Background: an optimization exercise with open tools, aiming at small area, a short achievable clock period and few clock cycles per item. Do not read the settings as production practice.
Where RTL was checked, it was by simulation tests only, not by an equivalence proof against the original.
For run 1, only the layout was checked, not whether the RTL still works.

`design/flow/flow/run.sh`:
```
#!/bin/bash
set -euo pipefail
bash standard.sh SETUP_SLACK_MARGIN=13 'BUFFER_PORTS_ARGS=-buffer_cell sky130_fd_sc_hd__buf_2' finish > standard_flow.log 2>&1
```
`design/flow/config.mk`:
```
export PLATFORM = sky130hd
export DESIGN_NAME = div
export DESIGN_NICKNAME = div
export VERILOG_FILES = /design/flow/design.v
export SDC_FILE = /design/flow/constraint.sdc
export NUM_CORES = 4
export LEC_CHECK = 0
export CAP_MARGIN = 20
export CORE_MARGIN = 2
export CORE_UTILIZATION = 45
export PLACE_DENSITY = 0.6
export SLEW_MARGIN = 20
```
`design/flow/design.v`:
```
module div_lzc64 (
  input  logic [63:0] a,
  output logic [6:0]  n       
);
  logic [1:0] z2 [32];
  logic [2:0] z4 [16];
  logic [3:0] z8 [8];
  logic [4:0] z16[4];
  logic [5:0] z32[2];
  for (genvar i = 0; i < 32; i++) begin : g2
    wire h = a[2*i+1], l = a[2*i];
    assign z2[i] = h ? 2'd0 : (l ? 2'd1 : 2'd2);
  end
  for (genvar i = 0; i < 16; i++) begin : g4
    wire [1:0] h = z2[2*i+1], l = z2[2*i];
    assign z4[i] = h[1] ? {l[1], ~l[1], l[0]} : {1'b0, h};
  end
  for (genvar i = 0; i < 8; i++) begin : g8
    wire [2:0] h = z4[2*i+1], l = z4[2*i];
    assign z8[i] = h[2] ? {l[2], ~l[2], l[1:0]} : {1'b0, h};
  end
  for (genvar i = 0; i < 4; i++) begin : g16
    wire [3:0] h = z8[2*i+1], l = z8[2*i];
    assign z16[i] = h[3] ? {l[3], ~l[3], l[2:0]} : {1'b0, h};
  end
  for (genvar i = 0; i < 2; i++) begin : g32
    wire [4:0] h = z16[2*i+1], l = z16[2*i];
    assign z32[i] = h[4] ? {l[4], ~l[4], l[3:0]} : {1'b0, h};
  end
  assign n = z32[1][5] ? {z32[0][5], ~z32[0][5], z32[0][4:0]} : {1'b0, z32[1]};
endmodule
module div#(
  parameter WIDTH = 64
)(
  input                     i_clk         ,
  input                     i_rst_n       ,
  input                     i_flush       ,
  input                     i_divw        ,
  input                     i_start       ,
  output                    o_busy        ,
  output logic              o_end_valid   ,
  input                     i_end_ready   ,
  input                     i_signed      ,
  input  logic [WIDTH-1:0]  i_dividend    ,
  input  logic [WIDTH-1:0]  i_divisor     ,
  output logic [WIDTH-1:0]  o_quotient    ,
  output logic [WIDTH-1:0]  o_remainder
);
  localparam WB = 66;          
  localparam WT = WB + 1;      
  logic       busy_r, prep_r, iter_r, fix_r;
  logic [5:0] cnt;
  logic       last;
  logic       w_r, sx_r, sd_r, sq_r;
  logic [63:0]   rem_r;      
  logic [WB-1:0] b_r;        
  logic [63:0]   quo_r;
  assign o_busy      = busy_r;
  assign o_quotient  = quo_r;
  assign o_remainder = rem_r;
  wire [63:0] x_in = i_divw ? {{32{i_signed & i_dividend[31]}}, i_dividend[31:0]} : i_dividend;
  wire [63:0] d_in = i_divw ? {{32{i_signed & i_divisor [31]}}, i_divisor [31:0]} : i_divisor;
  wire [63:0] draw = b_r[63:0];
  wire        dz = ~|draw;
  wire [63:0] xa = rem_r ^ {sx_r, rem_r[63:1]};
  wire [63:0] da = draw  ^ {sd_r, draw[63:1]};
  logic [6:0] lzx, lzd;
  div_lzc64 u_lzx (.a(xa), .n(lzx));
  div_lzc64 u_lzd (.a(da), .n(lzd));
  wire        px = sx_r & ~|(~rem_r[63:1] & rem_r[62:0]);
  wire        pd = sd_r & ~|(~draw[63:1]  & draw[62:0]);
  wire signed [8:0] s_ub = $signed({2'b0, lzd}) - $signed({2'b0, lzx}) + $signed({8'b0, px}) - $signed({8'b0, pd});
  wire        q_zero = s_ub[8];             
  wire [6:0]  s_use  = s_ub[6:0] | 7'd1;    
  wire [WB-1:0] nd_sh = $signed(b_r << s_use) ^ {WB{~sd_r}};
  wire [WB-1:0] b1 = $signed(b_r) >>> 1;
  wire [WT-1:0] t0 = {{(WT-64){1'b0}}, rem_r} + {b_r[WB-1], b_r} + {{(WT-1){1'b0}}, ~sd_r};
  wire          a0 = ~t0[WT-1];
  wire [63:0]   r1 = a0 ? t0[63:0] : rem_r;
  wire [WT-1:0] t1 = {{(WT-64){1'b0}}, r1} + {b1[WB-1], b1} + {{(WT-1){1'b0}}, ~sd_r};
  wire          a1 = ~t1[WT-1];
  wire [63:0]   r2 = a1 ? t1[63:0] : r1;
  wire        neg_q = last & sq_r;
  wire        ext   = last & w_r;
  wire [63:0] q_neg = ~quo_r + 64'd1;
  wire [63:0] q_it  = ~neg_q ? {quo_r[61:0], a0, a1} :
                      a1     ? {~quo_r[61:0], ~a0, 1'b1} :
                      a0     ? {~quo_r[61:0], 2'b10} : {q_neg[61:0], 2'b00};
  wire [63:0] r_ext = ext ? {{32{r2[31]}}, r2[31:0]} : r2;
  wire [63:0] q_ext = ext ? {{32{q_it[31]}}, q_it[31:0]} : q_it;
  wire [63:0] r_neg = ~rem_r + 64'd1;
  wire [63:0] r_fix = w_r ? {{32{r_neg[31]}}, r_neg[31:0]} : r_neg;
  wire        short = dz | q_zero;
  wire [63:0] r_short = w_r ? {{32{rem_r[31]}}, rem_r[31:0]} : rem_r;
  wire [63:0] r_abs   = sx_r ? r_neg : rem_r;
  always_ff @(posedge i_clk or negedge i_rst_n) begin
    if (!i_rst_n) begin
      busy_r      <= 1'b0;
      prep_r      <= 1'b0;
      iter_r      <= 1'b0;
      fix_r       <= 1'b0;
      o_end_valid <= 1'b0;
    end else if (i_flush) begin
      busy_r      <= 1'b0;
      prep_r      <= 1'b0;
      iter_r      <= 1'b0;
      fix_r       <= 1'b0;
      o_end_valid <= 1'b0;
    end else begin
      prep_r <= i_start;
      if (i_start) busy_r <= 1'b1;
      else if (o_end_valid & i_end_ready) busy_r <= 1'b0;
      if (prep_r) iter_r <= ~short;
      else if (iter_r & last) iter_r <= 1'b0;
      fix_r <= iter_r & last & sx_r;
      if ((prep_r & short) | (iter_r & last & ~sx_r) | fix_r) o_end_valid <= 1'b1;
      else if (i_end_ready) o_end_valid <= 1'b0;
    end
  end
  always_ff @(posedge i_clk) begin
    if (!busy_r) begin
      rem_r <= x_in;
      w_r   <= i_divw;
      sx_r  <= i_signed & x_in[63];
      sd_r  <= i_signed & d_in[63];
      sq_r  <= i_signed & (x_in[63] ^ d_in[63]);
    end else if (prep_r) begin
      rem_r <= short ? r_short : r_abs;
      quo_r <= {64{dz}};
      cnt   <= s_use[6:1];
      last  <= (s_use[6:1] == 6'd0);
    end else if (iter_r) begin
      rem_r <= r_ext;
      quo_r <= q_ext;
      cnt   <= cnt - 6'd1;
      last  <= (cnt == 6'd1);
    end else if (fix_r) begin
      rem_r <= r_fix;
    end
  end
  always_ff @(posedge i_clk) begin
    if (!busy_r)     b_r <= {{(WB-64){i_signed & d_in[63]}}, d_in};
    else if (prep_r) b_r <= nd_sh;
    else             b_r <= $signed(b_r) >>> 2;
  end
endmodule
```
`design/flow/standard.sh`:
```
#!/bin/bash
# synth_recipe.tcl (not shown) runs the flow's synth.tcl, then flattens the netlist and writes it again
# the make line also repeats each setting of config.mk as NAME=value (left out here)
make -C /OpenROAD-flow-scripts/flow DESIGN_CONFIG=/design/flow/config.mk WORK_HOME=/design/flow/orfs CLKGATE_MAP_FILE= SYNTH_SCRIPT=/design/flow/synth_recipe.tcl "${@:-finish}"
```
`design/flow/constraint.sdc`:
```
create_clock -name core_clock -period 20.0 [get_ports {i_clk}]
set_input_delay 4.0000 -clock core_clock [delete_from_list [all_inputs] [get_ports {i_clk}]]
set_output_delay 4.0000 -clock core_clock [all_outputs]
set_load 0.01 [all_outputs]
```
==> results of run 1 <==
sequential cells by signal, indices dropped and copies added (netlist names):
signal,cells
cnt,6
sx_r,1
sd_r,1
b_r,66
o_end_valid,1
last,1
sq_r,1
rem_r,64
iter_r,1
fix_r,1
w_r,1
quo_r,64
prep_r,1
busy_r,1
metrics by stage:
| step | hold WS [ps] | instance area (um2) | std cells | utilization (%) |
|---|---|---|---|---|
| global placement | 470 | 31900 | 4991 | 48.8 |
| finish | 505 | 37100 | 5281 | 56.6 |
| detailed placement | 492 | 32000 | 4991 | 48.8 |
| floorplan | 496 | 29700 | 4009 | - |
| global route | 581 | 37100 | 5277 | 56.6 |
| CTS | 506 | 34900 | 5146 | 53.2 |
worst max-delay path, delay by kind of cell, from the launching register on:
family / cells / cell delay (ps)
buf+inv: 5 / 800
flops: 1 / 430
compound gates: 8 / 1380
fa+ha+maj: 4 / 1160
xor+xnor: 1 / 380
simple gates: 12 / 2660
cell usage after synthesis (28+ instances only):
library cell / number
nand4_1: 68
a21o_1: 89
nand3_1: 77
inv_1: 222
o211ai_1: 44
and2_1: 30
ha_1: 240
o31ai_1: 32
o21bai_1: 42
nor3_1: 73
nor2b_1: 67
nor2_1: 347
a21oi_1: 366
nor4_1: 40
a211oi_1: 43
clkbuf_1: 205
mux2i_1: 169
a21boi_0: 28
a31oi_1: 47
edfxtp_1: 140
and3_1: 29
xor2_1: 118
o21a_1: 33
o21ai_0: 277
nand2_1: 424
o221ai_1: 36
xnor2_1: 187
dfxtp_1: 65
o22ai_1: 36
a32oi_1: 29
path summary, 6_finish.rpt:
| path | start | endpoint | slack [ps] | depth (start not counted) |
|---|---|---|---|---|
| worst max-delay path | b_r[13]$_DFF_P_ | b_r[41]$_DFF_P_ | 12980 | 30 |
| worst min-delay path | b_r[20]$_DFF_P_ | b_r[18]$_DFF_P_ | 510 | 2 |
| worst max register to register | b_r[13]$_DFF_P_ | b_r[41]$_DFF_P_ | 12980 | 30 |
| worst min register to register | b_r[20]$_DFF_P_ | b_r[18]$_DFF_P_ | 510 | 2 |
| max in group asynchronous | i_rst_n | prep_r$_DFF_PN0_ | 16680 | 1 |
| min in group asynchronous | i_rst_n | busy_r$_DFFE_PN0P_ | 3160 | 1 |
repair_timing:
action,CTS,global route
gates resized for setup,208,268
pin swaps,41,85
setup buffers,86,123
hold endpoints to repair,0,0
gates cloned,14,8
setup endpoints to repair,262,244
cell type report:
type,count,area (um2)
inverters,224,897
multi-input cells,3345,24000
fillers,6325,28400
clock buffers,44,896
repair buffers,579,4370
flip-flops and latches,210,5690
diodes,4,10.0
well taps,864,1080
clock inverters,11,103
cell families after synthesis:
group / after synthesis
DFF: 210
AOI/OAI and AO/OA: 1327
and+or+nand+nor: 1276
xor gates and xnor gates: 305
muxes: 186
buffers and inverters: 459
adders and majority gates: 246
layer usage:
layer  part of all wire, %  global-route usage (%)  up-vias
li1                      -                       -    15600
met1                    40                    57.5    16600
met2                    42                    63.1     2480
met3                    12                    8.61      487
met4                   6.7                    21.1        4
met5                 0.037                       0        -
==> metrics.cfg, run 1 <==
[yosys]
synth-async-reset-ratio_pct = 2.38
yosys.area_share.simple_pct = 20.2
synth_top_family_by_area = compound AO/OA/AOI/OAI gates
yosysTopAreaCell = edfxtp_1
synth.top_cell.area_share_pct = 14.2
synth-xor-area-share_pct = 9.00
synthTopCellsByArea = edfxtp_1 14%, ha_1 10%, a21oi_1 6.2%, mux2i_1 5.7%, xnor2_1 5.5%
synthAdderAreaFrac_pct = 10.5
ys_warn_count = 7
ys_ff_latch = 210
synth_area_mm2 = 0.0297
yosys-mux-area-fraction_pct = 6.34
synth_top_flop_cell = edfxtp_1
synth-edff-count = 140
ys_seq_area_share_pct = 19.0
synth-compound-area-share_pct = 29.1
synth_nets = 4390
synthCells = 4009
yosysUniqueCellTypes = 92
syn_avg_cell_area_um2 = 7.41

[sta]
relSlewSlack_pct = 24.5
skew_ps = 18.5
setup_viol = 0
setup_slack_ps = 12980
period_needed_ps = 7020
rsz0062_at_grt = yes
final_max_slew_viol_count = 0
tightest_slew_ps = 1130
fin_crit_sh_pct = 35.1
hold_violations = 0
max_freq_mhz = 142
setup_tns_ps = 0

[clock_network]
cts_tree = yes
hold_buffers = 0
clk_pin_slew_ps = 60
clockBufferDepth = 3
cts-buffers-inserted = 30
clock_sinks = 210
clk_latency_ps = 650
root_buffer = clkbuf_16
cts_max_level = 1

[outcome]
outcome = timing/DRC/antenna clean

[job]
max_cap_violations = 0

[placement]
gp_congestion = 1.04
io_buffers = 264
pre_cts_ws_ps = 10270
dp_hpwl_mm = 112

[worst_setup_path]
max_stage_delay_ps = 480
crit_path_start_kind = register
cp_slowest_cell = fa_4
worstPathRequired_ps = 20480
path_common_cell = ha_4
cp.arrival_ps = 7500
crit_path_max_fanout = 31
worstSetupPathType = register to register
endpoint_kind = register

[global_routing]
grt_pass1_wl_mm = 213
grt_overflow = 0
antenna_found_initial = 1
grt_max_degree = 114
track_usage_pct = 42.2
grt_pass1_vias = 31300

[route]
wire_per_inst_um = 29.2
postRouteAntennaNets = 0
vias = 35200
drc = 0
drt_iter0_markers = 5087
first_pass_iters = 8
routed_via_density = 6.67
routed_wl_mm = 154

[floorplanning]
io_pins = 265
die_h_um = 261
start_util_pct = 45.3
fp-row-count = 94
core_area_mm2 = 0.0655
dieArea_mm2 = 0.0680
die_w_um = 261

[finish]
final_common_cell = nand2_1
final_cell_mix = 417 x nand2_1, 340 x a21oi_1, 325 x nor2_1, 264 x buf_2, 252 x buf_4
drive_gt1_share_pct = 22.9
fin_nets = 4771
area.growth.synth_to_final_pct = 24.9

[hold_path]
holdCritPathClass = register to register

==> run 2, diff against run 1 <==
--- a/design/flow/design.v
+++ b/design/flow/design.v
@@ -46,7 +46,7 @@
   output logic [WIDTH-1:0]  o_quotient    ,
   output logic [WIDTH-1:0]  o_remainder
 );
-  localparam WB = 66;          
+  localparam WB = 68;          
   localparam WT = WB + 1;      
   logic       busy_r, prep_r, iter_r, fix_r;
   logic [5:0] cnt;
@@ -67,13 +67,11 @@
   logic [6:0] lzx, lzd;
   div_lzc64 u_lzx (.a(xa), .n(lzx));
   div_lzc64 u_lzd (.a(da), .n(lzd));
-  wire        px = sx_r & ~|(~rem_r[63:1] & rem_r[62:0]);
-  wire        pd = sd_r & ~|(~draw[63:1]  & draw[62:0]);
-  wire signed [8:0] s_ub = $signed({2'b0, lzd}) - $signed({2'b0, lzx}) + $signed({8'b0, px}) - $signed({8'b0, pd});
+  wire [8:0]  s_ub = {2'b0, lzd} - {2'b0, lzx} + {8'b0, sx_r};
   wire        q_zero = s_ub[8];             
   wire [6:0]  s_use  = s_ub[6:0] | 7'd1;    
-  wire [WB-1:0] nd_sh = $signed(b_r << s_use) ^ {WB{~sd_r}};
-  wire [WB-1:0] b1 = $signed(b_r) >>> 1;
+  wire [WB-1:0] nd_sh = (b_r << s_use) ^ {WB{~sd_r}};
+  wire [WB-1:0] b1 = {b_r[WB-1], b_r[WB-1:1]};
   wire [WT-1:0] t0 = {{(WT-64){1'b0}}, rem_r} + {b_r[WB-1], b_r} + {{(WT-1){1'b0}}, ~sd_r};
   wire          a0 = ~t0[WT-1];
   wire [63:0]   r1 = a0 ? t0[63:0] : rem_r;
@@ -141,6 +139,6 @@
   always_ff @(posedge i_clk) begin
     if (!busy_r)     b_r <= {{(WB-64){i_signed & d_in[63]}}, d_in};
     else if (prep_r) b_r <= nd_sh;
-    else             b_r <= $signed(b_r) >>> 2;
+    else             b_r <= {{2{b_r[WB-1]}}, b_r[WB-1:2]};
   end
 endmodule
==> design/flow/flow/run.sh (replaced) <==
#!/bin/bash
set -euo pipefail
bash standard.sh SETUP_SLACK_MARGIN=13 finish > standard_flow.log 2>&1
--- a/design/flow/config.mk
+++ b/design/flow/config.mk
@@ -7,6 +7,6 @@
 export LEC_CHECK = 0
 export CAP_MARGIN = 20
 export CORE_MARGIN = 2
-export CORE_UTILIZATION = 45
-export PLACE_DENSITY = 0.6
+export CORE_UTILIZATION = 50
+export PLACE_DENSITY = 0.65
 export SLEW_MARGIN = 20
==> metrics.cfg, run 2 <==
[sta]
hold_violations = 0  ; unchanged
period_needed_ps = 6920  ; -97.1 ps
setup_slack_ps = 13080  ; +97.1 ps
skew_ps = 28.7  ; +10.3 ps
setup_tns_ps = 0  ; unchanged
rsz0062_at_grt = yes
setup_viol = 0  ; unchanged
timing.hold.ws_ps = 618  ; +113 ps
tightest_slew_ps = 1190  ; +57.9 ps
fin_crit_sh_pct = 34.6  ; -0.49 points
final_max_slew_viol_count = 0  ; unchanged
max_freq_mhz = 144  ; +1.4%
relSlewSlack_pct = 20.7  ; -3.8 points

[yosys]
synth-edff-count = 140  ; unchanged
synthTopCellsByCount = 482 x a21oi_1, 393 x nor2_1, 354 x nand2_1, 284 x o21ai_0, 247 x xnor2_1
yosys.area_share.simple_pct = 19.9  ; -0.31 points
yosysTopAreaCell = edfxtp_1
synth_most_common_cell = a21oi_1
ys_warn_count = 7  ; unchanged
ys_seq_area_share_pct = 19.1  ; +0.086 points
synth.top_cell.area_share_pct = 14.1  ; -0.036 points
synth_nets = 4403  ; +0.30%
synth_area_mm2 = 0.0298  ; +0.26%
syn_avg_cell_area_um2 = 7.38  ; -0.31%
synth-xor-area-share_pct = 10.1  ; +1.1 points
synth_top_flop_cell = edfxtp_1
synthTopCellsByArea = edfxtp_1 14%, ha_1 9.7%, a21oi_1 8.1%, mux2i_1 8.1%, xnor2_1 7.3%
synthCells = 4032  ; +0.57%
synth-compound-area-share_pct = 25.5  ; -3.6 points
synthAdderAreaFrac_pct = 10.0  ; -0.47 points
yosysUniqueCellTypes = 104  ; +13%
ys_ff_latch = 212  ; +0.95%
synth-async-reset-ratio_pct = 2.36  ; -0.022 points
synth_top_family_by_area = compound AO/OA/AOI/OAI gates
yosys-mux-area-fraction_pct = 8.99  ; +2.6 points

[worst_setup_path]
endpoint_kind = register
crit_path_start_kind = register
worstPathRequired_ps = 20500  ; +20 ps
cp.arrival_ps = 7420  ; -80 ps
cp_slowest_cell = nor4_1
crit_path_max_fanout = 61  ; +97%
max_stage_delay_ps = 870  ; +390 ps
worstSetupPathType = register to register
cp_cell_sequence = inv_1, ha_1, nor4_2, and2_2, nand3_1, a21oi_4, o21ai_1, a31oi_4, ha_1, inv_1, fa_1, xor2_2, and3_1, xnor3_2, buf_6, nor4_1, mux2i_1, or3_1, a31oi_1, a21oi_1

[floorplanning]
die_h_um = 248  ; -4.9%
start_util_pct = 50.5  ; +5.2 points
dieArea_mm2 = 0.0615  ; -9.6%
io_pins = 265  ; unchanged
die_w_um = 248  ; -4.9%
core_area_mm2 = 0.0589  ; -10%
fp-row-count = 89  ; -5.3%

[placement]
pre_cts_ws_ps = 10610  ; +339 ps
io_buffers = 264  ; unchanged
gp_congestion = 1.07  ; +2.8%
dp_hpwl_mm = 99.5  ; -11%

[finish]
top_register = b_r
final_cell_mix = 465 x a21oi_1, 381 x nor2_1, 348 x nand2_1, 267 x o21ai_0, 264 x clkdlybuf4s50_1
drive_gt1_share_pct = 8.88  ; -14 points
area.growth.synth_to_final_pct = 19.0
reg_top3 = b_r (68), quo_r (64), rem_r (64)
largest_register_ffs = 68  ; +3.0%
fin_nets = 4584  ; -3.9%
final_common_cell = a21oi_1

[global_routing]
grt_overflow = 0  ; unchanged
grt_pass1_vias = 30600  ; -2.2%
grt_pass1_wl_mm = 192  ; -9.9%
grt_max_degree = 83  ; -27%
antenna_found_initial = 1  ; unchanged
track_usage_pct = 41.2  ; -1.0 points

[clock_network]
cts_max_level = 1  ; unchanged
hold_buffers = 0  ; unchanged
clk_latency_ps = 650  ; about the same
clock_sinks = 212  ; +0.95%
cts-buffers-inserted = 28  ; -6.7%
clockBufferDepth = 3  ; unchanged
root_buffer = clkbuf_16
clk_pin_slew_ps = 70  ; about the same
cts_tree = yes

[route]
drc = 0  ; unchanged
drt_iter0_markers = 3735  ; -27%
routed_via_density = 6.61  ; -0.94%
routed_wl_mm = 132  ; -14%
wire_per_inst_um = 26.4  ; -9.4%
postRouteAntennaNets = 0  ; unchanged
vias = 33100  ; -6.1%
first_pass_iters = 6  ; -2

[outcome]
outcome = timing/DRC/antenna clean

[job]
max_cap_violations = 0  ; unchanged

[hold_path]
holdCritPathClass = register to register

[run 2: kinds of logic after synthesis]
| group | Yosys count |
|---|---|
| DFF | 212 |
| AOI/OAI and AO/OA | 1241 |
| adders and majority gates | 236 |
| buffers and inverters | 487 |
| and+or+nand+nor | 1257 |
| muxes | 261 |
| xor gates and xnor gates | 338 |
[run 2: cell type report]
cell class	count	area (um2)
Timing Repair Buffer	390	3910
Clock inverter	14	138
Clock buffer	37	798
Inverter	242	940
Sequential cell	212	5680
Tap cell	773	967
Timing Repair inverter	1	11.3
Antenna cell	1	2.50
Multi-Input combinational cell	3338	23000
Fill cell	5531	23500
[run 2: critical path, delay by kind of cell, from the launching register on]
family,cells,cell delay [ps]
AND/OR/NAND/NOR,6,2610
flip-flops,1,460
XOR/XNOR,2,710
multiplexers,1,260
AO/OA/AOI/OAI,5,1200
adder cells (fa/ha/maj),3,940
buffers and inverters,3,520
[run 2: routing by layer]
layer	GRT usage, %	part of all wire, %
met4	22.3	6.6
met2	65.0	44
met5	0	0.0098
met1	53.6	39
met3	7.08	10
[run 2: final timing paths]
check / from / endpoint / slack, ps / cells after the start
max in group asynchronous: i_rst_n / busy_r$_DFFE_PN0P_ / 16180 / 1
hold / removal: b_r[66]$_DFF_P_ / b_r[64]$_DFF_P_ / 620 / 2
setup reg to reg: rem_r[12]$_DFFE_PP_ / b_r[34]$_DFF_P_ / 13080 / 20
min in group asynchronous: i_rst_n / prep_r$_DFF_PN0_ / 3600 / 1
setup / recovery: rem_r[12]$_DFFE_PP_ / b_r[34]$_DFF_P_ / 13080 / 20
hold reg to reg: b_r[66]$_DFF_P_ / b_r[64]$_DFF_P_ / 620 / 2
[run 2: what timing repair did]
action	4_1_cts	5_1_grt
pin swaps	10	29
gates cloned	8	3
hold endpoints to repair	0	0
endpoints found under the setup margin	264	256
setup buffers	16	38
gates resized for setup	74	120
[run 2: metrics by stage]
stage / area [um2] / std cells / util, %
final: 35400 / 5008 / 60.1
after global routing: 35400 / 5007 / 60.1
after CTS: 34600 / 4966 / 58.7
after detailed placement: 33000 / 4891 / 56.0
after global placement: 33000 / 4891 / 56.0
after floorplan: 29800 / 4032 / -
Testbench counts of run 2, summed over its fixed seeds: cycles 6,959, items 900.
==> run 3, diff against run 2 <==
--- a/design/flow/config.mk
+++ b/design/flow/config.mk
@@ -7,6 +7,6 @@
 export LEC_CHECK = 0
 export CAP_MARGIN = 20
 export CORE_MARGIN = 2
-export CORE_UTILIZATION = 50
-export PLACE_DENSITY = 0.65
+export CORE_UTILIZATION = 45
+export PLACE_DENSITY = 0.6
 export SLEW_MARGIN = 20
==> metrics.cfg, run 3 <==
[outcome]
outcome = timing/DRC/antenna clean

[sta]
hold_violations = 0  ; unchanged
final_max_slew_viol_count = 0  ; unchanged
skew_ps = 20.3  ; -8.47 ps
max_freq_mhz = 143  ; -0.66%
rsz0062_at_grt = yes
relSlewSlack_pct = 27.6  ; +7.0 points
tightest_slew_ps = 1080  ; -111 ps
setup_tns_ps = 0  ; unchanged
period_needed_ps = 6970  ; +45.8 ps
setup_viol = 0  ; unchanged
fin_crit_sh_pct = 34.8  ; +0.23 points

[clock_network]
cts_max_level = 1  ; unchanged
clockBufferDepth = 3  ; unchanged
cts_tree = yes
hold_buffers = 0  ; unchanged
root_buffer = clkbuf_16
clk_latency_ps = 630  ; -20 ps
clk_pin_slew_ps = 70  ; about the same
cts-buffers-inserted = 28  ; unchanged
clock_sinks = 212  ; unchanged

[yosys]
synth_area_mm2 = 0.0298  ; unchanged
ys_warn_count = 7  ; unchanged
synth-edff-count = 140  ; unchanged
ys_ff_latch = 212  ; unchanged
synth_top_family_by_area = compound AO/OA/AOI/OAI gates
synth_most_common_cell = a21oi_1
synthTopCellsByCount = 482 x a21oi_1, 393 x nor2_1, 354 x nand2_1, 284 x o21ai_0, 247 x xnor2_1
ys_seq_area_share_pct = 19.1  ; unchanged
yosysUniqueCellTypes = 104  ; unchanged
synth_top_flop_cell = edfxtp_1
synthAdderAreaFrac_pct = 10.0  ; unchanged
synth-compound-area-share_pct = 25.5  ; unchanged
yosys-mux-area-fraction_pct = 8.99  ; unchanged
synth-async-reset-ratio_pct = 2.36  ; unchanged
synth.top_cell.area_share_pct = 14.1  ; unchanged
yosysTopAreaCell = edfxtp_1
synth_nets = 4403  ; unchanged
syn_avg_cell_area_um2 = 7.38  ; unchanged
synthCells = 4032  ; unchanged
yosys.area_share.simple_pct = 19.9  ; unchanged
synth-xor-area-share_pct = 10.1  ; unchanged
synthTopCellsByArea = edfxtp_1 14%, ha_1 9.7%, a21oi_1 8.1%, mux2i_1 8.1%, xnor2_1 7.3%

[route]
vias = 32900  ; -0.77%
met2WireLength_mm = 61.1  ; +5.1%
wl_met1_mm = 55.3  ; +6.8%
drc = 0  ; unchanged
routed_wl_mm = 138  ; +4.5%
maxUsedRoutingLayer = met5
routed_via_density = 6.42  ; -2.9%
drt_iter0_markers = 3889  ; +4.1%
first_pass_iters = 8  ; +2
wire_per_inst_um = 27.0  ; +2.2%
postRouteAntennaNets = 0  ; unchanged
wl_met3_mm = 12.9  ; -5.7%

[floorplanning]
core_area_mm2 = 0.0656  ; +11%
fp-row-count = 94  ; +5.6%
io_pins = 265  ; unchanged
dieArea_mm2 = 0.0682  ; +11%
die_w_um = 261  ; +5.3%
start_util_pct = 45.4  ; -5.2 points
die_h_um = 261  ; +5.3%

[global_routing]
grt_overflow = 0  ; unchanged
grt_max_degree = 77  ; -7.2%
grt_pass1_wl_mm = 198  ; +3.3%
track_usage_pct = 38.5  ; -2.8 points
antenna_found_initial = 4  ; +3
grt_pass1_vias = 30600  ; +0.15%

[placement]
dp_hpwl_mm = 104  ; +4.2%
gp_congestion = 1.06  ; -0.34%
dpl_cell_area_mm2 = 0.0332  ; +0.67%
io_buffers = 264  ; unchanged

[worst_setup_path]
crit_path_start_kind = register
cp.arrival_ps = 7350  ; -70 ps
cp_top_family = simple AND/OR/NAND/NOR gates
cp_slowest_cell = nor4_2
crit_path_max_fanout = 36  ; -41%
worstPathRequired_ps = 20380  ; -120 ps
path_common_cell = o21ai_0
cp_cell_sequence = buf_4, inv_4, ha_1, nor4_4, nand2_1, nand4b_1, o21ai_0, o21ai_0, a31oi_2, ha_1, inv_1, fa_1, xor2_4, and3_1, xnor3_4, buf_8, nor4_2, mux2i_1, o22ai_1, xnor2_1, o21ai_0
critPathBufInv = 4  ; +1
worstSetupPathType = register to register
endpoint_kind = register
max_stage_delay_ps = 520  ; -350 ps

[finish]
final_cell_mix = 469 x a21oi_1, 383 x nor2_1, 349 x nand2_1, 264 x o21ai_0, 264 x clkdlybuf4s50_1
top_register = b_r
fill_cells = 6532  ; +18%
reg_top3 = b_r (68), quo_r (64), rem_r (64)
layout.area.seq_mm2 = 0.00568  ; about the same
final_common_cell = a21oi_1
drive_gt1_share_pct = 9.59  ; +0.71 points
fin_area_mm2 = 0.0360  ; +1.6%
area.growth.synth_to_final_pct = 20.9
fin_nets = 4602  ; +0.39%
multiInputGateArea_mm2 = 0.0231  ; +0.47%
largest_register_ffs = 68  ; unchanged

[job]
max_cap_violations = 0  ; unchanged

[hold_path]
holdCritPathClass = register to register

## run 3: worst paths after layout
kind / slack [ps] / end / cells after the start / start
max: 13030 / b_r[67]$_DFFE_PP_ / 21 / rem_r[31]$_DFFE_PP_
min: 650 / b_r[64]$_DFF_P_ / 2 / b_r[66]$_DFF_P_
max reg2reg: 13030 / b_r[67]$_DFFE_PP_ / 21 / rem_r[31]$_DFFE_PP_
min reg2reg: 650 / b_r[64]$_DFF_P_ / 2 / b_r[66]$_DFF_P_
max in group asynchronous: 16050 / prep_r$_DFF_PN0_ / 1 / i_rst_n
min in group asynchronous: 3650 / busy_r$_DFFE_PN0P_ / 1 / i_rst_n
## run 3: timing repair
item | in CTS | in global routing
pin swaps | 8 | 26
setup endpoints to repair | 264 | 239
setup buffers | 18 | 34
resized for setup | 91 | 127
cloned | 7 | 9
## run 3: stage by stage
stage	std cells	utilization [%]	worst slack, ps	hold slack (ps)
global placement	4996	50.6	10670	618
detailed placement	4996	50.6	10470	615
CTS	5073	53.2	12960	644
floorplan	4032	-	13000	486
finish	5119	54.8	13030	650
global route	5118	54.8	12950	684
## run 3: worst reg2reg max path, cell delays in order (launching register included)
cell	delay [ps]
edfxtp_1	330
buf_4	300
inv_4	170
ha_1	430
nor4_4	390
nand2_1	160
nand4b_1	250
o21ai_0	290
o21ai_0	290
a31oi_2	450
ha_1	250
inv_1	60
fa_1	470
xor2_4	330
and3_1	390
xnor3_4	450
buf_8	250
nor4_2	530
mux2i_1	130
o22ai_1	290
xnor2_1	120
o21ai_0	380
## run 3: area by class of cell
type	instances	share of cell area, %
Clock buffer	42	2.50
Multi-Input combinational cell	3337	64.1
Clock inverter	10	0.309
Timing Repair Buffer	410	11.7
Sequential cell	212	15.8
Antenna cell	2	0.0139
Tap cell	864	3.00
Inverter	242	2.57
## run 3: metal layers
metal / up-vias / track usage (%)
li1: 15100 / -
met1: 15500 / 49.7
met2: 1794 / 61.0
met3: 418 / 6.82
met4: 4 / 20.8
met5: - / 0
## run 3: logic make-up after synthesis
| family | count (synthesis) |
|---|---|
| simple gates | 1257 |
| compound gates | 1241 |
| buf+inv | 487 |
| xor+xnor | 338 |
| mux | 261 |
| fa+ha+maj | 236 |
| flops | 212 |
==> run 4, diff against run 3 <==
==> design/flow/flow/run.sh (replaced) <==
#!/bin/bash
set -euo pipefail
bash standard.sh SETUP_SLACK_MARGIN=13 TNS_END_PERCENT=0 'BUFFER_PORTS_ARGS=-buffer_cell sky130_fd_sc_hd__buf_2' finish > standard_flow.log 2>&1
==> metrics.cfg, run 4 <==
[global_routing]
grt_pass1_wl_mm = 192  ; -3.1%
grt_overflow = 0  ; unchanged
track_usage_pct = 37.2  ; -1.3 points
grt_max_degree = 79  ; +2.6%
antenna_found_initial = 3  ; -1
grt_pass1_vias = 30100  ; -1.8%

[yosys]
syn_avg_cell_area_um2 = 7.38  ; unchanged
synthTopCellsByCount = 482 x a21oi_1, 393 x nor2_1, 354 x nand2_1, 284 x o21ai_0, 247 x xnor2_1
ys_ff_latch = 212  ; unchanged
synth_most_common_cell = a21oi_1
yosysTopAreaCell = edfxtp_1
ys_seq_area_share_pct = 19.1  ; unchanged
synth_nets = 4403  ; unchanged
synth_top_flop_cell = edfxtp_1
synth-async-reset-ratio_pct = 2.36  ; unchanged
synth_area_mm2 = 0.0298  ; unchanged
synth.top_cell.area_share_pct = 14.1  ; unchanged
yosysUniqueCellTypes = 104  ; unchanged
synthCells = 4032  ; unchanged
synthTopCellsByArea = edfxtp_1 14%, ha_1 9.7%, a21oi_1 8.1%, mux2i_1 8.1%, xnor2_1 7.3%
synth-edff-count = 140  ; unchanged
ys_warn_count = 7  ; unchanged

[sta]
max_freq_mhz = 143  ; -0.24%
setup_viol = 0  ; unchanged
setup_tns_ps = 0  ; unchanged
hold_violations = 0  ; unchanged
timing.hold.ws_ps = 561  ; -89.2 ps
rsz0062_at_grt = yes
period_needed_ps = 6990  ; +16.5 ps
tightest_slew_ps = 1100  ; +25.3 ps
fin_crit_sh_pct = 34.9  ; +0.083 points
relSlewSlack_pct = 26.5  ; -1.2 points
final_max_slew_viol_count = 0  ; unchanged
skew_ps = 24.2  ; +3.89 ps

[finish]
final_cell_mix = 474 x a21oi_1, 384 x nor2_1, 350 x nand2_1, 271 x o21ai_0, 264 x buf_2
fin_nets = 4563  ; -0.85%
drive_gt1_share_pct = 14.0  ; +4.4 points
final_cells = 5078  ; -0.80%
largest_register_ffs = 68  ; unchanged
num_antenna_cells = 0  ; -2
top_register = b_r
reg_top3 = b_r (68), quo_r (64), rem_r (64)
area.growth.synth_to_final_pct = 13.9
utilization_pct = 51.7  ; -3.2 points
fill_cells = 6623  ; +1.4%
final_common_cell = a21oi_1

[placement]
dpl.cell_count = 4992  ; -0.080%
dp_hpwl_mm = 101  ; -2.1%
io_buffers = 264  ; unchanged
gp_congestion = 1.03  ; -2.9%

[clock_network]
root_buffer = clkbuf_16
cts-buffers-inserted = 28  ; unchanged
hold_buffers = 0  ; unchanged
clk_pin_slew_ps = 70  ; about the same
clk_latency_ps = 620  ; about the same
cts_tree = yes
clock_sinks = 212  ; unchanged
clockBufferDepth = 3  ; unchanged
cts_max_level = 1  ; unchanged

[route]
wire_per_inst_um = 26.3  ; -2.5%
routed_via_density = 6.40  ; -0.21%
vias = 32500  ; -1.0%
first_pass_iters = 6  ; -2
drt_iter0_markers = 3856  ; -0.85%
drc = 0  ; unchanged
postRouteAntennaNets = 0  ; unchanged
routed_wl_mm = 134  ; -3.2%

[worst_setup_path]
cp_slowest_cell = fa_1
worstPathRequired_ps = 20450  ; +70 ps
crit_path_max_fanout = 35  ; -2.8%
worstSetupPathType = register to register
critPathBufInv = 4  ; unchanged
cp.arrival_ps = 7440  ; +90 ps
cp_cell_sequence = buf_4, inv_4, ha_1, nor4_4, nand2_1, nand4b_1, o21ai_0, o21ai_0, a31oi_2, ha_1, inv_1, fa_1, xor2_4, and3_1, xnor3_4, buf_6, mux2i_1, mux2i_1, o21ai_0, a21oi_1, xnor2_1, mux2i_1, a22oi_1
cp_top_family = compound AO/OA/AOI/OAI gates
crit_path_start_kind = register
endpoint_kind = register
max_stage_delay_ps = 470  ; -50 ps

[floorplanning]
start_util_pct = 45.4  ; unchanged
die_h_um = 261  ; unchanged
dieArea_mm2 = 0.0682  ; unchanged
fp-row-count = 94  ; unchanged
core_area_mm2 = 0.0656  ; unchanged
io_pins = 265  ; unchanged
die_w_um = 261  ; unchanged

[hold_path]
holdCritPathClass = register to register

[outcome]
outcome = timing/DRC/antenna clean

[job]
max_cap_violations = 0  ; unchanged

==> run 4: cell counts after synthesis <==
No cell type changed its count.
==> run 4: kinds of logic (layout without fill, tap and decap cells) <==
family / after synthesis / after routing / share of synthesized area [%]
AND/OR/NAND/NOR: 1257 / 1263 / 19.9
AO/OA/AOI/OAI: 1241 / 1241 / 25.5
buffers and inverters: 487 / 662 / 6.48
XOR/XNOR: 338 / 339 / 10.1
multiplexers: 261 / 261 / 8.99
adder cells (fa/ha/maj): 236 / 236 / 10.0
flip-flops: 212 / 212 / 19.1
==> run 4: cell type report <==
cell class              count  area [um2]  share of cell area [%]
inverters                 242         941                    2.78
clock buffers              31         712                    2.10
flip-flops and latches    212        5680                    16.7
repair buffers            368        2300                    6.79
multi-input cells        3340       23000                    67.7
clock inverters            21         230                   0.679
well taps                 864        1080                    3.19
==> run 4: final timing paths <==
path	startpoint	to	slack (ps)	cells past startpoint
worst max-delay path	rem_r[31]$_DFFE_PP_	b_r[62]$_DFF_P_	13010	23
worst min-delay path	b_r[11]$_DFF_P_	b_r[9]$_DFF_P_	560	2
worst max register to register	rem_r[31]$_DFFE_PP_	b_r[62]$_DFF_P_	13010	23
worst min register to register	b_r[11]$_DFF_P_	b_r[9]$_DFF_P_	560	2
max in group asynchronous	i_rst_n	prep_r$_DFF_PN0_	16610	1
min in group asynchronous	i_rst_n	busy_r$_DFFE_PN0P_	3210	1
==> run 4: what timing repair did <==
item                                    CTS  global route
pin swaps                                 4            13
buffers inserted                          7            17
cloned                                    5             4
endpoints found under the setup margin  264           258
gates resized for setup                  49           109
==> run 4: stage by stage <==
stage,setup slack [ps],cell area [um2]
after global routing,12920,33900
after CTS,12800,33200
after floorplan,13000,29800
after global placement,11130,31900
after detailed placement,11190,31900
final,13010,33900
==> run 4: tightest hold or removal path: stages, from the launching register on <==
cell and delay (ps):
dfxtp_1 310, mux2i_1 130, a21oi_1 80
==> run 4: layer usage <==
| layer | vias up | share of wire (%) | track usage [%] |
|---|---|---|---|
| met5 | - | 0.019 | 0 |
| met4 | 2 | 6.2 | 18.7 |
| met3 | 416 | 9.7 | 7.07 |
| met2 | 1700 | 44 | 59.5 |
| met1 | 15400 | 40 | 47.7 |
| li1 | 15000 | - | - |
==> run 5, diff against run 4 <==
==> design/flow/flow/run.sh (replaced) <==
#!/bin/bash
set -euo pipefail
bash standard.sh SETUP_SLACK_MARGIN=14 TNS_END_PERCENT=0 'BUFFER_PORTS_ARGS=-buffer_cell sky130_fd_sc_hd__buf_2' finish > standard_flow.log 2>&1
==> metrics.cfg, run 5 <==
[placement]
io_buffers = 264  ; unchanged
gp_congestion = 1.04  ; +0.83%
dp_hpwl_mm = 104  ; +3.0%
dpl.cell_count = 4997  ; +0.10%

[floorplanning]
io_pins = 265  ; unchanged
die_w_um = 261  ; unchanged
die_h_um = 261  ; unchanged
core_area_mm2 = 0.0656  ; unchanged
fp-row-count = 94  ; unchanged
start_util_pct = 45.4  ; unchanged
dieArea_mm2 = 0.0682  ; unchanged

[yosys]
yosysTopAreaCell = edfxtp_1
ys_warn_count = 7  ; unchanged
synthCells = 4032  ; unchanged
synth-edff-count = 140  ; unchanged
synthTopCellsByCount = 482 x a21oi_1, 393 x nor2_1, 354 x nand2_1, 284 x o21ai_0, 247 x xnor2_1
synth_nets = 4403  ; unchanged
synthTopCellsByArea = edfxtp_1 14%, ha_1 9.7%, a21oi_1 8.1%, mux2i_1 8.1%, xnor2_1 7.3%
synth.top_cell.area_share_pct = 14.1  ; unchanged
synth_top_flop_cell = edfxtp_1
synth-async-reset-ratio_pct = 2.36  ; unchanged
synth_area_mm2 = 0.0298  ; unchanged
ys_seq_area_share_pct = 19.1  ; unchanged
syn_avg_cell_area_um2 = 7.38  ; unchanged
yosysUniqueCellTypes = 104  ; unchanged
ys_ff_latch = 212  ; unchanged
synth_most_common_cell = a21oi_1

[finish]
largest_register_ffs = 68  ; unchanged
top_register = b_r
final_common_cell = a21oi_1
reg_top3 = b_r (68), quo_r (64), rem_r (64)
utilization_pct = 52.9  ; +1.2 points
final_cell_mix = 470 x a21oi_1, 382 x nor2_1, 349 x nand2_1, 268 x o21ai_0, 264 x buf_2
final_cells = 5126  ; +0.95%
drive_gt1_share_pct = 16.1  ; +2.1 points
num_antenna_cells = 0  ; unchanged
fin_nets = 4609  ; +1.0%
fill_cells = 6549  ; -1.1%
area.growth.synth_to_final_pct = 16.6

[sta]
period_needed_ps = 6740  ; -241 ps
tightest_slew_ps = 1210  ; +110 ps
final_max_slew_viol_count = 0  ; unchanged
hold_violations = 0  ; unchanged
max_freq_mhz = 148  ; +3.6%
setup_tns_ps = 0  ; unchanged
relSlewSlack_pct = 18.6  ; -7.9 points
timing.hold.ws_ps = 652  ; +90.6 ps
rsz0062_at_grt = yes
setup_viol = 0  ; unchanged
skew_ps = 26.6  ; +2.49 ps
fin_crit_sh_pct = 33.7  ; -1.2 points

[outcome]
outcome = timing/DRC/antenna clean

[clock_network]
clock_sinks = 212  ; unchanged
clk_latency_ps = 640  ; +20 ps
cts_tree = yes
cts_max_level = 1  ; unchanged
cts-buffers-inserted = 30  ; +7.1%
clockBufferDepth = 3  ; unchanged
clk_pin_slew_ps = 60  ; about the same
root_buffer = clkbuf_16
hold_buffers = 0  ; unchanged

[worst_setup_path]
r2r_slack_ps = 13260  ; +240 ps
endpoint_kind = register
ff2ff_path_depth = 27  ; +17%
r2r_start = sd_r$_DFFE_PN_
cp-startpoint = sd_r$_DFFE_PN_
cp.arrival_ps = 7110  ; -330 ps
worstPathRequired_ps = 20370  ; -80 ps
crit_end = rem_r[57]$_DFFE_PP_
r2r-end = rem_r[57]$_DFFE_PP_
crit_path_max_fanout = 24  ; -31%
worstSetupPathType = register to register
crit_path_start_kind = register

[global_routing]
track_usage_pct = 38.9  ; +1.8 points
grt_pass1_wl_mm = 200  ; +4.1%
antenna_found_initial = 5  ; +2
grt_max_degree = 78  ; -1.3%
grt_pass1_vias = 30500  ; +1.5%
grt_overflow = 0  ; unchanged

[hold_path]
holdCritPathClass = register to register

[route]
vias = 32900  ; +1.0%
first_pass_iters = 6  ; unchanged
routed_wl_mm = 139  ; +3.5%
wire_per_inst_um = 27.0  ; +2.6%
drc = 0  ; unchanged
routed_via_density = 6.41  ; about the same
drt_iter0_markers = 3715  ; -3.7%
postRouteAntennaNets = 0  ; unchanged

[job]
max_cap_violations = 0  ; unchanged

[run 5: changes by cell type in the layout (fill, tap and decap cells not counted), sizes merged]
| cell | change |
|---|---|
| clkinvlp | -1 |
| bufbuf | +5 |
| clkinv | -6 |
| inv | +2 |
| buf | +46 |
| clkbuf | +10 |
| xnor3 | -1 |
| nand2b | -1 |
| nor2b | -1 |
| bufinv | -5 |
[run 5: layer usage]
metal  track usage (%)  wire length, um
met1              50.9            56200
met2              61.9            61000
met3              6.25            12800
met4              20.2             8450
met5                 0               40
[run 5: repair_timing]
item	CTS	global route
pin swaps	31	15
gates cloned	14	0
endpoints found under the setup margin	268	262
buffers inserted	49	10
resized for setup	161	63
[run 5: worst min path at each step]
stage                              endpoint       startpoint  depth (start not counted)  slack [ps]
floorplan                   b_r[64]$_DFF_P_  b_r[66]$_DFF_P_                          2         490
global placement    o_end_valid$_DFFE_PN0P_  fix_r$_DFF_PN0_                          3         620
detailed placement          b_r[64]$_DFF_P_  b_r[66]$_DFF_P_                          2         620
CTS                         b_r[64]$_DFF_P_  b_r[66]$_DFF_P_                          2         630
global route                b_r[64]$_DFF_P_  b_r[66]$_DFF_P_                          2         670
finish                      b_r[63]$_DFF_P_  b_r[65]$_DFF_P_                          2         650
[run 5: cells by family after synthesis]
group                    after synthesis  synth area share, %
adder cells (fa/ha/maj)              236                 10.0
AND/OR/NAND/NOR                     1257                 19.9
flip-flops                           212                 19.1
buffers and inverters                487                 6.48
AO/OA/AOI/OAI                       1241                 25.5
XOR/XNOR                             338                 10.1
multiplexers                         261                 8.99
[run 5: worst max-delay path, cell delays in order (launching register included)]
cell and delay [ps]:
edfxtp_1 390, buf_12 140, inv_12 80, fa_2 340, inv_1 80, fa_2 200, nor2b_1 60, o2111a_2 300
o31ai_4 240, a211oi_2 120, or3_4 460, o211ai_4 240, nand2b_4 130, buf_12 170, buf_4 170, mux2_1 340
ha_1 380, a21oi_1 110, o21ai_0 290, o211ai_1 180, a21o_1 260, a21oi_1 390, nor2_4 130, o41ai_4 320
a31oi_1 180, xor2_1 340, a21oi_1 120, a211o_1 300
[run 5: per-stage QoR]
step,setup slack (ps),instance area [um2]
3_3_place_gp,11010,31900
2_1_floorplan,13480,29800
4_1_cts,13460,34400
3_5_place_dp,10870,31900
5_1_grt,13060,34700
6_report,13260,34700
[run 5: cell type report]
type	count	area (um2)	area share [%]
clock inverters	11	86.3	0.249
well taps	864	1080	3.11
repair buffers	415	2840	8.18
inverters	242	931	2.68
flip-flops and latches	212	5680	16.4
multi-input cells	3337	23200	66.8
clock buffers	45	921	2.65
==> run 6, diff against run 5 <==
--- a/design/flow/config.mk
+++ b/design/flow/config.mk
@@ -7,6 +7,6 @@
 export LEC_CHECK = 0
 export CAP_MARGIN = 20
 export CORE_MARGIN = 2
-export CORE_UTILIZATION = 45
-export PLACE_DENSITY = 0.6
+export CORE_UTILIZATION = 55
+export PLACE_DENSITY = 0.68
 export SLEW_MARGIN = 20
==> metrics.cfg, run 6 <==
[outcome]
outcome = timing/DRC/antenna clean

[sta]
final_max_slew_viol_count = 0  ; unchanged
max_freq_mhz = 149  ; +0.70%
setup_tns_ps = 0  ; unchanged
relSlewSlack_pct = 21.5  ; +2.9 points
skew_ps = 31.1  ; +4.45 ps
rsz0062_at_grt = yes
hold_violations = 0  ; unchanged
setup_viol = 0  ; unchanged
fin_crit_sh_pct = 33.5  ; -0.24 points
period_needed_ps = 6700  ; -47.1 ps
tightest_slew_ps = 1180  ; -36.8 ps

[yosys]
synth_most_common_cell = a21oi_1
synth-async-reset-ratio_pct = 2.36  ; unchanged
synth-edff-count = 140  ; unchanged
yosysTopAreaCell = edfxtp_1
synth_nets = 4403  ; unchanged
syn_avg_cell_area_um2 = 7.38  ; unchanged
synth.top_cell.area_share_pct = 14.1  ; unchanged
synthCells = 4032  ; unchanged
yosysUniqueCellTypes = 104  ; unchanged
ys_seq_area_share_pct = 19.1  ; unchanged
synthTopCellsByCount = 482 x a21oi_1, 393 x nor2_1, 354 x nand2_1, 284 x o21ai_0, 247 x xnor2_1
synth_top_flop_cell = edfxtp_1
synthTopCellsByArea = edfxtp_1 14%, ha_1 9.7%, a21oi_1 8.1%, mux2i_1 8.1%, xnor2_1 7.3%
ys_warn_count = 7  ; unchanged
synth_area_mm2 = 0.0298  ; unchanged
ys_ff_latch = 212  ; unchanged

[worst_setup_path]
cp.arrival_ps = 7170  ; +60 ps
cp-startpoint = rem_r[0]$_DFFE_PP_
cp_cell_sequence = inv_1, ha_1, nor4_1, and2_1, nor2b_1, o21bai_1, a31oi_1, o21ai_0, ha_1, inv_1, a21oi_1, o21ai_0, nor3b_4, nor3b_2, buf_4, nor2_4, a31oi_1, or3_1, a31oi_1, a21oi_1
critPathBufInv = 3  ; -2
worstSetupPathType = register to register
cp_top_family = simple AND/OR/NAND/NOR gates
r2r-end = b_r[41]$_DFF_P_
endpoint_kind = register
cp_slowest_cell = o21ai_0
max_stage_delay_ps = 760  ; +300 ps
crit_path_max_fanout = 19  ; -21%
worstPathRequired_ps = 20470  ; +100 ps
path_common_cell = a31oi_1
ff2ff_path_depth = 20  ; -26%
crit_path_start_kind = register
r2r_start = rem_r[0]$_DFFE_PP_
r2r_slack_ps = 13300  ; +50 ps

[finish]
final_cell_mix = 456 x a21oi_1, 378 x nor2_1, 348 x nand2_1, 264 x buf_2, 262 x o21ai_0
fill_cells = 4921  ; -25%
num_antenna_cells = 0  ; unchanged
final_cells = 4931  ; -3.8%
drive_gt1_share_pct = 16.2  ; +0.079 points
final_common_cell = a21oi_1
reg_top3 = b_r (68), quo_r (64), rem_r (64)
largest_register_ffs = 68  ; unchanged
layout.area.seq_mm2 = 0.00569  ; about the same
fin_nets = 4583  ; -0.56%
area.growth.synth_to_final_pct = 15.9
fin_area_mm2 = 0.0345  ; -0.63%
top_register = b_r
multiInputGateArea_mm2 = 0.0233  ; +0.58%

[floorplanning]
start_util_pct = 55.4  ; +10 points
die_w_um = 237  ; -9.4%
dieArea_mm2 = 0.0560  ; -18%
fp-row-count = 85  ; -9.6%
die_h_um = 237  ; -9.4%
core_area_mm2 = 0.0537  ; -18%
io_pins = 265  ; unchanged

[placement]
io_buffers = 264  ; unchanged
gp_congestion = 1.07  ; +2.5%
dpl.cell_count = 4816  ; -3.6%
dp_hpwl_mm = 98.0  ; -6.2%
dpl_cell_area_mm2 = 0.0316  ; -0.93%

[route]
routed_via_density = 6.79  ; +6.0%
wire_per_inst_um = 26.8  ; -0.97%
drt_iter0_markers = 4247  ; +14%
first_pass_iters = 6  ; unchanged
drc = 0  ; unchanged
routed_wl_mm = 132  ; -4.7%
vias = 33500  ; +1.9%
postRouteAntennaNets = 0  ; unchanged

[global_routing]
grt_pass1_wl_mm = 193  ; -3.2%
grt_pass1_vias = 31400  ; +2.7%
met1_usage_pct = 56.9  ; +5.9 points
top_usage_layer = met2
grt_overflow = 0  ; unchanged
use_met3_pct = 9.99  ; +3.7 points
antenna_found_initial = 5  ; unchanged
grt_max_degree = 152  ; +95%
use_met2_pct = 69.5  ; +7.7 points
track_usage_pct = 45.0  ; +6.1 points

[clock_network]
clk_latency_ps = 620  ; -20 ps
cts_max_level = 1  ; unchanged
clockBufferDepth = 3  ; unchanged
cts_tree = yes
clk_pin_slew_ps = 60  ; about the same
clock_sinks = 212  ; unchanged
cts-buffers-inserted = 29  ; -3.3%
root_buffer = clkbuf_16

[job]
max_cap_violations = 0  ; unchanged

[hold_path]
holdCritPathClass = register to register
worstHoldPathCells = 3  ; +1
holdCritStartpoint = fix_r$_DFF_PN0_
min_to = o_end_valid$_DFFE_PN0P_

## run 6: cell counts after synthesis
Identical to the previous run, type by type.
## run 6: how the worst max path moves through the flow
stage,slack [ps],end,depth (start not counted)
floorplan,13480,quo_r[45]$_DFFE_PP_,33
global placement,11740,rem_r[54]$_DFFE_PP_,25
detailed placement,11680,rem_r[54]$_DFFE_PP_,26
CTS,13500,rem_r[53]$_DFFE_PP_,27
global route,13220,quo_r[38]$_DFFE_PP_,29
finish,13300,b_r[41]$_DFF_P_,20
## run 6: timing repair
item / 4_1_cts / 5_1_grt
resized for setup: 166 / 92
endpoints found under the setup margin: 267 / 264
pin swaps: 24 / 25
buffers inserted: 32 / 14
hold buffers: 0 / 0
gates cloned: 14 / 0
## run 6: through the flow
stage,setup slack (ps),hold WS [ps],util (%)
floorplan,13480,486,-
global placement,11740,584,58.9
detailed placement,11680,580,58.9
CTS,13500,632,63.2
global route,13220,657,64.2
finish,13300,633,64.2
## run 6: area by class of cell
cell class / instances / area share (%)
multi-input combinational: 3337 / 67.6
clock buffer: 34 / 2.25
sequential: 212 / 16.5
tap: 696 / 2.52
inverter: 242 / 2.72
timing repair buffer: 389 / 7.68
clock inverter: 20 / 0.751
timing repair inverter: 1 / 0.0254
## run 6: routing by layer
layer	share of wire (%)	routed length, um
met2	43	56200
met1	38	50100
met3	12	15300
met4	7.7	10200
met5	0.039	51
## run 6: tightest hold or removal path, stage by stage, from the launching register on
cell and delay [ps]:
dfrtp_1 350, a21oi_1 50, o221a_2 120, nor2_1 70
## run 6: kinds of logic (layout without fill, tap and decap cells)
kind of cell	Yosys count	after routing	share of synthesized area, %
muxes	261	261	8.99
adders and majority gates	236	236	10.0
xor gates and xnor gates	338	338	10.1
buffers and inverters	487	686	6.48
DFF	212	212	19.1
and+or+nand+nor	1257	1261	19.9
AOI/OAI and AO/OA	1241	1241	25.5
==> run 7, diff against run 6 <==
--- a/design/flow/config.mk
+++ b/design/flow/config.mk
@@ -7,6 +7,6 @@
 export LEC_CHECK = 0
 export CAP_MARGIN = 20
 export CORE_MARGIN = 2
-export CORE_UTILIZATION = 55
-export PLACE_DENSITY = 0.68
+export CORE_UTILIZATION = 50
+export PLACE_DENSITY = 0.65
 export SLEW_MARGIN = 20
==> metrics.cfg, run 7 <==
[finish]
drive_gt1_share_pct = 19.1  ; +2.9 points
final_cells = 5088  ; +3.2%
reg_top3 = b_r (68), quo_r (64), rem_r (64)
fin_nets = 4665  ; +1.8%
largest_register_ffs = 68  ; unchanged
top_register = b_r
area.growth.synth_to_final_pct = 19.5
final_common_cell = a21oi_1
num_antenna_cells = 0  ; unchanged
final_cell_mix = 450 x a21oi_1, 384 x nor2_1, 344 x nand2_1, 264 x buf_2, 254 x o21ai_0

[sta]
fin_crit_sh_pct = 32.8  ; -0.68 points
setup_tns_ps = 0  ; unchanged
hold_violations = 0  ; unchanged
rsz0062_at_grt = yes
tightest_slew_ps = 1180  ; +6.38 ps
final_max_slew_viol_count = 0  ; unchanged
skew_ps = 25.4  ; -5.68 ps
max_freq_mhz = 152  ; +2.1%
relSlewSlack_pct = 21.1  ; -0.40 points
period_needed_ps = 6560  ; -136 ps
setup_viol = 0  ; unchanged

[route]
routed_via_density = 6.62  ; -2.6%
drc = 0  ; unchanged
postRouteAntennaNets = 0  ; unchanged
wire_per_inst_um = 27.1  ; +1.2%
routed_wl_mm = 138  ; +4.4%
vias = 33700  ; +0.52%
drt_iter0_markers = 3889  ; -8.4%
first_pass_iters = 6  ; unchanged

[worst_setup_path]
r2r_start = sd_r$_DFFE_PN_
worstSetupPathType = register to register
worstPathRequired_ps = 20450  ; -20 ps
path_common_cell = fa_2
cp_slowest_cell = nor2_1
crit_path_start_kind = register
cp-startpoint = sd_r$_DFFE_PN_
max_stage_delay_ps = 510  ; -250 ps
crit_path_max_fanout = 8  ; -11
cp.arrival_ps = 7010  ; -160 ps
endpoint_kind = register

[clock_network]
clock_sinks = 212  ; unchanged
clk_latency_ps = 610  ; about the same
clockBufferDepth = 3  ; unchanged
cts-buffers-inserted = 27  ; -6.9%
clk_pin_slew_ps = 60  ; about the same
cts_max_level = 1  ; unchanged
hold_buffers = 0  ; unchanged
cts_tree = yes
root_buffer = clkbuf_16

[yosys]
ys_ff_latch = 212  ; unchanged
synth_area_mm2 = 0.0298  ; unchanged
yosys.area_share.simple_pct = 19.9  ; unchanged
synthCells = 4032  ; unchanged
synthTopCellsByArea = edfxtp_1 14%, ha_1 9.7%, a21oi_1 8.1%, mux2i_1 8.1%, xnor2_1 7.3%
synth-async-reset-ratio_pct = 2.36  ; unchanged
synthTopCellsByCount = 482 x a21oi_1, 393 x nor2_1, 354 x nand2_1, 284 x o21ai_0, 247 x xnor2_1
synth_nets = 4403  ; unchanged
ys_warn_count = 7  ; unchanged
syn_avg_cell_area_um2 = 7.38  ; unchanged
synth.top_cell.area_share_pct = 14.1  ; unchanged
yosysUniqueCellTypes = 104  ; unchanged
ys_seq_area_share_pct = 19.1  ; unchanged
synth-xor-area-share_pct = 10.1  ; unchanged
synth-compound-area-share_pct = 25.5  ; unchanged
synthAdderAreaFrac_pct = 10.0  ; unchanged
synth_most_common_cell = a21oi_1
yosysTopAreaCell = edfxtp_1
synth-edff-count = 140  ; unchanged
yosys-mux-area-fraction_pct = 8.99  ; unchanged
synth_top_flop_cell = edfxtp_1
synth_top_family_by_area = compound AO/OA/AOI/OAI gates

[placement]
dp_hpwl_mm = 102  ; +4.4%
gp_congestion = 1.08  ; +1.7%
dpl.cell_count = 4910  ; +2.0%
io_buffers = 264  ; unchanged

[global_routing]
track_usage_pct = 42.6  ; -2.4 points
grt_max_degree = 84  ; -45%
antenna_found_initial = 1  ; -4
grt_pass1_wl_mm = 197  ; +1.8%
grt_overflow = 0  ; unchanged
grt_pass1_vias = 30900  ; -1.3%

[floorplanning]
dieArea_mm2 = 0.0615  ; +9.8%
start_util_pct = 50.5  ; -4.9 points
io_pins = 265  ; unchanged
die_w_um = 248  ; +4.8%
core_area_mm2 = 0.0589  ; +9.7%
fp-row-count = 89  ; +4.7%
die_h_um = 248  ; +4.8%

[outcome]
outcome = timing/DRC/antenna clean

[hold_path]
holdCritPathClass = register to register
holdCritStartpoint = b_r[11]$_DFF_P_

[job]
max_cap_violations = 0  ; unchanged

==> run 7: cell counts after synthesis <==
No cell type changed its count.
==> run 7: what timing repair did <==
item                                    in CTS  in global routing
endpoints found under the setup margin     268                263
pin swaps                                   51                 52
setup buffers                               67                 45
resized for setup                          209                156
cloned                                      13                  3
==> run 7: per-layer routing <==
metal  share of wire, %  wire length, um  GRT usage (%)
met5              0.011               15              0
met4                7.5            10300           26.0
met3                 10            14400           7.99
met2                 43            59700           66.8
met1                 39            53400           54.1
==> run 7: cell type report <==
class                      instances  area [um2]
multi-input combinational       3336       23700
fill                            5636       23300
sequential                       212        5700
timing repair buffer             474        3440
tap                              773         967
inverter                         242         935
clock buffer                      43         788
clock inverter                     7        57.6
timing repair inverter             1        8.76
==> run 7: critical path: cells and delay by family, from the launching register on <==
kind | cells | cell delay (ps)
flops | 1 | 410
fa+ha+maj | 4 | 1110
simple gates | 7 | 1570
compound gates | 12 | 2500
buf+inv | 7 | 800
==> run 7: worst paths after layout <==
| kind | end | slack [ps] | depth (start not counted) |
|---|---|---|---|
| setup reg to reg | rem_r[63]$_DFFE_PP_ | 13440 | 30 |
| hold / removal | b_r[9]$_DFF_P_ | 610 | 2 |
| min in group asynchronous | busy_r$_DFFE_PN0P_ | 3220 | 1 |
| max in group asynchronous | prep_r$_DFF_PN0_ | 16610 | 1 |
| setup / recovery | rem_r[63]$_DFFE_PP_ | 13440 | 30 |
| hold reg to reg | b_r[9]$_DFF_P_ | 610 | 2 |
==> run 7: kinds of logic after synthesis <==
kind of cell / Yosys count
buffers and inverters: 487
flip-flops: 212
AO/OA/AOI/OAI: 1241
adder cells (fa/ha/maj): 236
AND/OR/NAND/NOR: 1257
multiplexers: 261
XOR/XNOR: 338
==> run 7: through the flow <==
| stage | cell area, um2 | setup slack, ps | util, % | hold slack (ps) |
|---|---|---|---|---|
| floorplan | 29800 | 13480 | - | 486 |
| global placement | 31800 | 10770 | 54.1 | 552 |
| detailed placement | 31800 | 10610 | 54.1 | 582 |
| CTS | 34500 | 13500 | 58.6 | 596 |
| global route | 35600 | 13230 | 60.4 | 604 |
| finish | 35600 | 13440 | 60.4 | 612 |

==> static timing again, ports no longer ideal <==
In the flow no input, the clock included, has a driving cell. The finished layouts below were timed again as built, in two steps.
Step 1 assumes that a clkbuf_16 drives the clock port and a buf_2 every other input.
Step 2, shift: input delay + t, output delay - t, t = (earliest + latest rising clock arrival at the registers) / 2. This alone moves slack from input paths to output paths.
Three values: ideal, step 1, step 2; two values: the first two.
| run | shift t [ns] | setup WS [ns] | worst setup path after step 2 | worst register clock-pin slew, ns | worst data-port slew with drivers (ns) |
|---|---|---|---|---|---|
| run 1 | 0.710 | 12.980 / 12.980 / 12.980 | register to register | 0.07 / 0.07 | 0.09 |
| run 2 | 0.697 | 13.077 / 13.077 / 13.077 | register to register | 0.07 / 0.07 | 0.09 |
| run 3 | 0.682 | 13.031 / 13.031 / 13.031 | register to register | 0.07 / 0.07 | 0.07 |
| run 4 | 0.676 | 13.015 / 13.015 / 13.015 | register to register | 0.07 / 0.07 | 0.06 |
| run 5 | 0.693 | 13.255 / 13.255 / 13.255 | register to register | 0.07 / 0.07 | 0.05 |
| run 6 | 0.667 | 13.302 / 13.302 / 13.302 | register to register | 0.07 / 0.07 | 0.07 |
| run 7 | 0.662 | 13.439 / 13.439 / 13.439 | register to register | 0.07 / 0.07 | 0.06 |
After both steps every run listed still meets setup and hold.
